Context: an optimization exercise on an open-source flow, tuned for small area, a short achievable clock period and few clock cycles per item. The choices shown serve that exercise and are no tape-out recipe. In this exercise RTL edits were held to simulation tests only and were not proved equivalent to the original.

==> flow/design.v <==
module cordic (
    input  wire               clk,
    input  wire               rst_n,
    input  wire               start,
    input  wire signed [15:0] angle_in,
    output wire signed [15:0] cos_out,
    output wire signed [15:0] sin_out,
    output reg                done
);
    localparam signed [15:0] K = 16'sd9949;
    reg signed [15:0] x, y, z;
    reg [3:0] cnt;       
    reg [3:0] cntb;      
    reg px;              
    reg busy;
    wire [15:0] atan_i =
          ({16{cnt == 4'd1}} & 16'h1DAC) | ({16{cnt == 4'd2}} & 16'h0FAE)
        | ({16{cnt == 4'd3}} & 16'h07F5) | ({16{cnt == 4'd4}} & 16'h03FF)
        | ({16{cnt == 4'd5}} & 16'h0200) | ({16{cnt == 4'd6}} & 16'h0100)
        | ({16{cnt == 4'd7}} & 16'h0080) | ({16{cnt == 4'd8}} & 16'h0040)
        | ({16{cnt == 4'd9}} & 16'h0020) | ({16{cnt == 4'd10}} & 16'h0010)
        | ({16{cnt == 4'd11}} & 16'h0008) | ({16{cnt == 4'd12}} & 16'h0004)
        | ({16{cnt == 4'd13}} & 16'h0002) | ({16{cnt == 4'd14}} & 16'h0001);
    wire dz = ~z[15];                        
    wire signed [15:0] yc = y ^ {16{px}};
    wire signed [15:0] xc = x ^ {16{~px}};
    wire signed [15:0] ysh = yc >>> cnt;
    wire signed [15:0] xsh = xc >>> (~cntb);
    wire [15:0] x_n = x + ysh + {15'd0, px};
    wire [15:0] y_n = y + xsh + {15'd0, ~px};
    wire d0 = ~angle_in[15];
    wire [15:0] za = start ? angle_in : z;
    wire [15:0] ata = start ? 16'h3244 : atan_i;
    wire        dza = start ? d0 : dz;
    wire [15:0] z_n = za + (ata ^ {16{dza}}) + {15'd0, dza};
    always @(posedge clk) begin
        if (start) begin
            x   <= K;
            y   <= d0 ? K : -K;
        end else begin
            x   <= x_n;
            y   <= y_n;
        end
        if (start) begin
            cnt  <= 4'd1;
            cntb <= ~4'd1;
        end else begin
            cnt  <= cnt + 4'd1;
            cntb <= cntb - 4'd1;
        end
    end
    always @(posedge clk) begin
        z  <= z_n;
        px <= ~z_n[15];
    end
    wire last = (cnt == 4'd14);
    always @(posedge clk or negedge rst_n) begin
        if (!rst_n) begin
            busy <= 1'b0;
            done <= 1'b0;
        end else begin
            busy <= start | (busy & ~last);
            done <= busy & last;
        end
    end
    assign cos_out = x;
    assign sin_out = y;
endmodule
Settings: LEC_CHECK=0, ABC_AREA=1, CAP_MARGIN=20, CORE_MARGIN=2, CORE_UTILIZATION=45, CTS_BUF_LIST=sky130_fd_sc_hd__clkbuf_4, CTS_CLUSTER_SIZE=20, SETUP_SLACK_MARGIN=3.7, SLEW_MARGIN=20; clock period 7.0 ns.
run.sh (not shown) runs the stock make flow with config.mk's settings and CLKGATE_MAP_FILE= SYNTH_SCRIPT=/design/flow/synth_recipe.tcl, a recipe that flattens the netlist after the stock synthesis.
The baseline ran to the end with no violations.
Testbench counts at the start, summed over its fixed seeds: cycles 24,008, items 1,600.
Rerun with:
- ABC_AREA: 1 -> default
- CORE_UTILIZATION: 45 -> 55
- CTS_BUF_LIST: sky130_fd_sc_hd__clkbuf_4 -> default
- CTS_CLUSTER_SIZE: 20 -> default
- SETUP_SLACK_MARGIN: 3.7 -> 3.5
After rerunning:
- The new run completed with no timing, DRC or antenna violations
- synthesized cell count fell by 31%
- fmax is lower by 15%
- wire length falls by 12%
- count of clock-buffer cells in the layout went up by 4
- final area drops by 3.7%
- setup slack got worse by 0.54 ns
- core utilization came out higher by 14 points
- global-route usage rises by 2.9 points
Rerun with:
- ABC_AREA: default -> 1
- CORE_UTILIZATION: 55 -> 45
- SETUP_SLACK_MARGIN: 3.5 -> 3.7
Outcome:
- The new run produced a clean layout
- sequential share of layout area went down by 1.0 points
- core utilization went down by 12 points
Rerun with:
- CORE_UTILIZATION: 45 -> 55
- SETUP_SLACK_MARGIN: 3.7 -> 3.5
After rerunning: Via count climbs by about 3%; wire length increases by 1.4%; maximum frequency went down by about 7%; setup slack is worse by 0.25 ns.

afterwards: timing with drivers on the ports:
The results above use ideal ports. As a check the final layouts listed here were re-extracted and re-timed, cells and wires unchanged.
Step 1 sets driving cells, clkbuf_16 on the clock port and buf_2 on the other inputs (assumed; they add their load-dependent delay and slew).
Step 2 also shifts input and output timing later by t, the mid clock arrival at the registers, as if the neighbouring blocks saw the same clock.
a / b / c = no drivers / after step 1 / after step 2; a / b = the first two.
| run | t, ns | setup slack, ns | cell pins on the clock port's net |
|---|---|---|---|
| the first run | 0.495 | 3.838 / 3.849 / 3.354 | 1 |
| the second run | 0.378 | 3.298 / 3.298 / 2.996 | 1 |
| the third run | 0.380 | 3.866 / 3.887 / 3.507 | 1 |
| the fourth run | 0.379 | 3.617 / 3.631 / 3.252 | 1 |
After both steps setup and hold are still met in every run listed. For the first run, which loses most, drivers alone change the setup slack by +0.011 ns; drivers and shift together by -0.484 ns.
